Background: an optimization exercise with open tools, aiming at a short achievable clock period and few clock cycles. Do not read the settings as production practice.
At most, simulation tests tie the RTL to the original design; equivalence was not proved.

// TinyMIPS
module TinyMIPS(
    input  wire        clk,
    input  wire        rst,
    input  wire [15:0] data_fromRAM,
    output wire        wrEn,
    output wire [7:0]  addr_toRAM,
    output wire [15:0] data_toRAM
);
For scale: about 2800 cells after synthesis, about 43 I/O pins.
==> flow/config.mk <==
export PLATFORM = sky130hd
export DESIGN_NAME = TinyMIPS
export DESIGN_NICKNAME = TinyMIPS
export VERILOG_FILES = /design/flow/design.v
export SDC_FILE = /design/flow/constraint.sdc
export NUM_CORES = 8
export LEC_CHECK = 0
export CAP_MARGIN = 20
export CORE_MARGIN = 2
export CORE_UTILIZATION = 40
export SETUP_SLACK_MARGIN = 5
export SLEW_MARGIN = 20
export SYNTH_HIERARCHICAL = 1
==> flow/constraint.sdc <==
create_clock -name core_clock -period 8.0 [get_ports {clk}]
set_input_delay 1.6000 -clock core_clock [delete_from_list [all_inputs] [get_ports {clk}]]
set_output_delay 1.6000 -clock core_clock [all_outputs]
set_load 0.01 [all_outputs]
standard.sh (not shown) runs the stock make flow with config.mk's settings and CLKGATE_MAP_FILE= SYNTH_SCRIPT=/design/flow/synth_recipe.tcl, a recipe that flattens the netlist after the stock synthesis.
==> flow/flow/run.sh <==
#!/bin/bash
# Standard layout, with the timing repair aiming at a larger setup margin.
bash standard.sh SETUP_SLACK_MARGIN=5.5 > standard_flow.log 2>&1
The first run completed without violations.
Edit:
==> flow/flow/run.sh (replaced) <==
#!/bin/bash
# Standard layout, with the timing repair aiming at a larger setup margin.
bash standard.sh SETUP_SLACK_MARGIN=5.3 > standard_flow.log 2>&1
The new run finished with timing, DRC and antenna clean.
Critical path depth decreases by 1.
Final area went down by 6.4%.
Area after synthesis stays the same.
Wire length falls by 8.0%.
Global-route usage went down by 1.5 points.
Clock skew barely changes.
Final cell count decreases by 3.0%.
Via count went down by 4.2%.
Setup slack gets better by 38 ps.
Function was not checked in any run of this note: the RTL went through the layout flow alone.

========
== job 9885 ==
TinyMIPS, a different RTL version from the one above (not shown whole).
Size: about 6100 cells after synthesis, ~1100 flip-flops, ~43 I/O pins, about 63000 um^2 of cells after synthesis.
==> flow/design.v (excerpt) <==
module TinyMIPS(
    input  wire        clk,
    input  wire        rst,
    input  wire [15:0] data_fromRAM,
    output wire        wrEn,
    output wire [7:0]  addr_toRAM,
    output wire [15:0] data_toRAM
);
    reg  [7:0]  pA;         
    reg  [7:0]  pAi;        
    reg         pWEi;
    reg         pWE;
    reg  [15:0] pDO;
    reg         pF;         
    reg         pH;         
    reg  [15:0] pSD;
    reg  [7:0]  pPC;        
    reg  [7:0]  pNX;        
    reg         pBP;        
    assign addr_toRAM = pA;
    assign wrEn       = pWE;
    assign data_toRAM = pDO;
    reg         rV, rBP;    
    reg         rF;         
    reg  [7:0]  rPC, rPC1, rNX;
    reg         LAbb;
    reg         dropP;      
    reg  [7:0]  LApc, LApc1;
    reg  [5:0]  LAimm;
    reg  [7:0]  fpc;        
    reg         hF;         
    reg         halted;
    reg         bv;         
    reg  [7:0]  bpc, btg;
    reg  [7:0]  cv;
    reg  [4:0]  ctag [0:7];
    reg  [15:0] cdat [0:7];
    localparam QW = 52;
    reg  [QW-1:0] Q [0:3];
    reg  [3:0]  qh, qt, qn;
    wire        q_ne  = qn[0];
    wire        q_ge2 = qn[1];
    wire        q_ge3 = qn[2];
    wire        q_full = qn[3];
    reg  [15:0] RF [0:7];
    reg         ev;
    reg         e_wr;       
    reg         e_long;     
    reg  [7:0]  e_av, e_lv;          
    reg         e_srl, e_ld, e_st, e_br, e_beq, e_halt;
    reg  [15:0] eX, eY;
    reg         fxa, fya;   
    reg         fxc, fyc;   
    reg         fxm, fym;   
    reg         fxu, fyu;   
    reg  [5:0]  e_imm;
    reg  [7:0]  e_pc, e_pc1, e_pc2;
    reg         e_ptk, e_rb;     
    reg  [7:0]  e_pn;            
    reg         e_bk;            
    reg  [7:0]  e_alt, e_alt1;   
    reg  [7:0]  e_aoh, e_a1oh;   
    reg         bV, b_tk, b_ptk, b_sane, b_bk;
    reg  [7:0]  b_alt;           
    reg  [7:0]  b_pc, b_tgt, b_pc1, b_tgt1, b_pc2;
    reg         b_h0, b_h1;      
    reg  [15:0] b_w0, b_w1;
    reg  [15:0] Rres;       
    reg  [15:0] LR;         
    reg  [7:0]  s1_av, s1_lv;        
    reg         s1_ld;
    reg  [7:0]  s2_lv;               
    reg         s2_ld;
  ...
Settings: LEC_CHECK=0, CAP_MARGIN=20, CORE_MARGIN=2, CORE_UTILIZATION=50, PLACE_DENSITY=0.65, SETUP_SLACK_MARGIN=5, SLEW_MARGIN=20, SYNTH_HIERARCHICAL=1; clock period 8.0 ns.
==> flow/flow/run.sh <==
#!/bin/bash
# Standard layout, with the timing repair aiming at a larger setup margin.
bash standard.sh SETUP_SLACK_MARGIN=5.25 > standard_flow.log 2>&1
Per the final summary, job 9885 finished and its layout is clean on timing, DRC and antenna.
Here is what was changed in the inputs of job 347 compared with job 9885.
==> flow/flow/run.sh <==
#!/bin/bash
# Standard layout, with the timing repair aiming at a larger setup margin.
bash standard.sh SETUP_SLACK_MARGIN=5.2 > standard_flow.log 2>&1
diff --git a/flow/config.mk b/flow/config.mk
--- a/flow/config.mk
+++ b/flow/config.mk
@@ -8,6 +8,6 @@
 export CAP_MARGIN = 20
 export CORE_MARGIN = 2
-export CORE_UTILIZATION = 50
-export PLACE_DENSITY = 0.65
+export CORE_UTILIZATION = 58
+export PLACE_DENSITY = 0.72
 export SETUP_SLACK_MARGIN = 5
 export SLEW_MARGIN = 20
==> comparison <==
- Going from job 9885 to job 347, initial core utilization grows by 8.4 points.
- Setup slack up 0.051 ns in job 347 wrt job 9885
- Job 347 against job 9885: number of placed instances with taps included has decreased; maximum cell stage delay along the critical path level; fraction of area in multi-input gates went up.
- Number of buffer and inverter stages on the critical path: job 347 vs job 9885 identical
- Routed wire length: job 347 < job 9885
- STATUS first-pass GRT wire length: job 347 wins against job 9885
- A last element of the critical path of qn[2] is what job 9885 shows, while qn[3] belongs to job 347.
Function was not checked in any run of this note: the RTL went through the layout flow alone.

========
Setup of maple:
TinyMIPS, a different RTL version from the one above (not shown whole).
Size in the first run: ~6300 cells after synthesis, roughly 1200 flip-flops, roughly 43 I/O pins.
export LEC_CHECK = 0
export CAP_MARGIN = 20
export CORE_MARGIN = 2
export CORE_UTILIZATION = 58
export PLACE_DENSITY = 0.72
export SETUP_SLACK_MARGIN = 5
export SLEW_MARGIN = 20
export SYNTH_HIERARCHICAL = 1
create_clock -name core_clock -period 8.0 [get_ports {clk}]
==> flow/flow/run.sh <==
#!/bin/bash
# Standard layout, with the timing repair aiming at a larger setup margin.
bash standard.sh SETUP_SLACK_MARGIN=5.2 > standard_flow.log 2>&1
maple: flow completed, timing, DRC and antenna clean
The inputs of violet differ from those of maple as listed below.
Settings: PLACE_DENSITY now 0.65, was 0.72; CORE_UTILIZATION now 50, was 58.
==> flow/flow/run.sh <==
#!/bin/bash
# Standard layout, with the timing repair aiming at a larger setup margin.
bash standard.sh SETUP_SLACK_MARGIN=5.35 > standard_flow.log 2>&1
Notes after the runs:
violet against maple: total of clock buffers placed in the layout increased by 9 relative to the old numbers; met2 global-route usage moved down; number of tap instances has increased.
maple was routed with fewer vias than violet.
violet vs maple — total wire length climbed by a few percent
Changes in ember relative to violet:
==> flow/flow/run.sh <==
#!/bin/bash
# Standard layout, with the timing repair aiming at a larger setup margin.
bash standard.sh SETUP_SLACK_MARGIN=5.25 > standard_flow.log 2>&1
### Flow results
Compared with violet, in ember post-detailed-routing wire length has increased; final worst-path cycle share went down 0.28 points; overall routing resource usage essentially unchanged.
Diff violet -> ember: normalized max-slew margin -0.54 points; clock-buffer cell count now smaller.
Compared with violet, ember shows a layout-stage area growth over the synthesis result that is 0.96 points lower.
No functional check of the RTL was part of any run of this note.

========
fjord:
Another version of the RTL of TinyMIPS (not shown whole).
For scale: ~6100 cells after synthesis, ~1100 flip-flops, roughly 43 I/O pins.
==> flow/config.mk <==
export PLATFORM = sky130hd
export DESIGN_NAME = TinyMIPS
export DESIGN_NICKNAME = TinyMIPS
export VERILOG_FILES = /design/flow/design.v
export SDC_FILE = /design/flow/constraint.sdc
export NUM_CORES = 8
export LEC_CHECK = 0
export CAP_MARGIN = 20
export CORE_MARGIN = 2
export CORE_UTILIZATION = 50
export PLACE_DENSITY = 0.65
export SETUP_SLACK_MARGIN = 5
export SLEW_MARGIN = 20
export SYNTH_HIERARCHICAL = 1
==> flow/constraint.sdc <==
create_clock -name core_clock -period 8.0 [get_ports {clk}]
set_input_delay 1.6000 -clock core_clock [delete_from_list [all_inputs] [get_ports {clk}]]
set_output_delay 1.6000 -clock core_clock [all_outputs]
set_load 0.01 [all_outputs]
==> flow/flow/run.sh <==
#!/bin/bash
# Standard layout, with the timing repair aiming at a larger setup margin.
bash standard.sh SETUP_SLACK_MARGIN=5.35 > standard_flow.log 2>&1
Testbench counts of fjord, summed over its fixed seeds: cycles 116,542.
### fjord -> indigo
==> flow/flow/run.sh <==
#!/bin/bash
# Standard layout, with the timing repair aiming at a larger setup margin.
bash standard.sh SETUP_SLACK_MARGIN=5.25 > standard_flow.log 2>&1
[summary]
indigo ends up with a clock tree buffer count of the final layout that is 13 higher than in fjord.
Compared with fjord, indigo improves via count.
indigo ends up with lower post-layout instance count excluding filler cells than fjord does.
The final reports for indigo and fjord show setup slack higher in the former.
Between fjord and indigo, the difference in clock latency on the worst-skew pair is negligible.
The higher overall routing resource usage of fjord and indigo is in fjord.
Diff fjord -> indigo | first-iteration DRC count | decrease of 173
[compare] base=fjord new=indigo: placer congestion estimate picked up an extra 4.4%.

==> what the ideal ports hide <==
In the flow no input, the clock included, has a driving cell. The finished layouts below were timed again as built, in two steps.
Step 1 assumes that a clkbuf_16 drives the clock port and a buf_2 every other input.
Step 2 moves the port delays by t, midway between the first and last clock arrival at a register: inputs arrive t later, outputs are due t later. That takes back most of the time a late clock gives input paths.
Slacks: no drivers / after step 1 / after step 2; pairs: no drivers / after step 1.
run | t, ns | slack for setup (ns) | hold WS [ns]
the first run of note 1 | 0.689 | 5.095 / 5.095 / 4.822 | 0.309 / 0.309 / 0.309
the second run of note 1 | 0.692 | 5.133 / 5.096 / 4.631 | 0.324 / 0.324 / 0.324
job 9885 | 0.821 | 5.028 / 5.028 / 4.436 | 0.326 / 0.326 / 0.326
job 347 | 0.812 | 5.078 / 5.078 / 4.446 | 0.327 / 0.327 / 0.327
maple | 0.811 | 4.941 / 4.941 / 4.472 | 0.330 / 0.330 / 0.330
violet | 0.869 | 5.047 / 5.047 / 4.424 | 0.326 / 0.326 / 0.326
ember | 0.861 | 5.070 / 4.996 / 4.462 | 0.322 / 0.322 / 0.322
fjord | 0.828 | 5.055 / 5.055 / 4.460 | 0.319 / 0.319 / 0.319
indigo | 0.831 | 5.124 / 5.042 / 4.439 | 0.326 / 0.326 / 0.326
After both steps setup and hold are still met in every run listed. The setup slack of indigo, which loses most, moves by -0.082 ns with the drivers and by -0.685 ns with both steps.
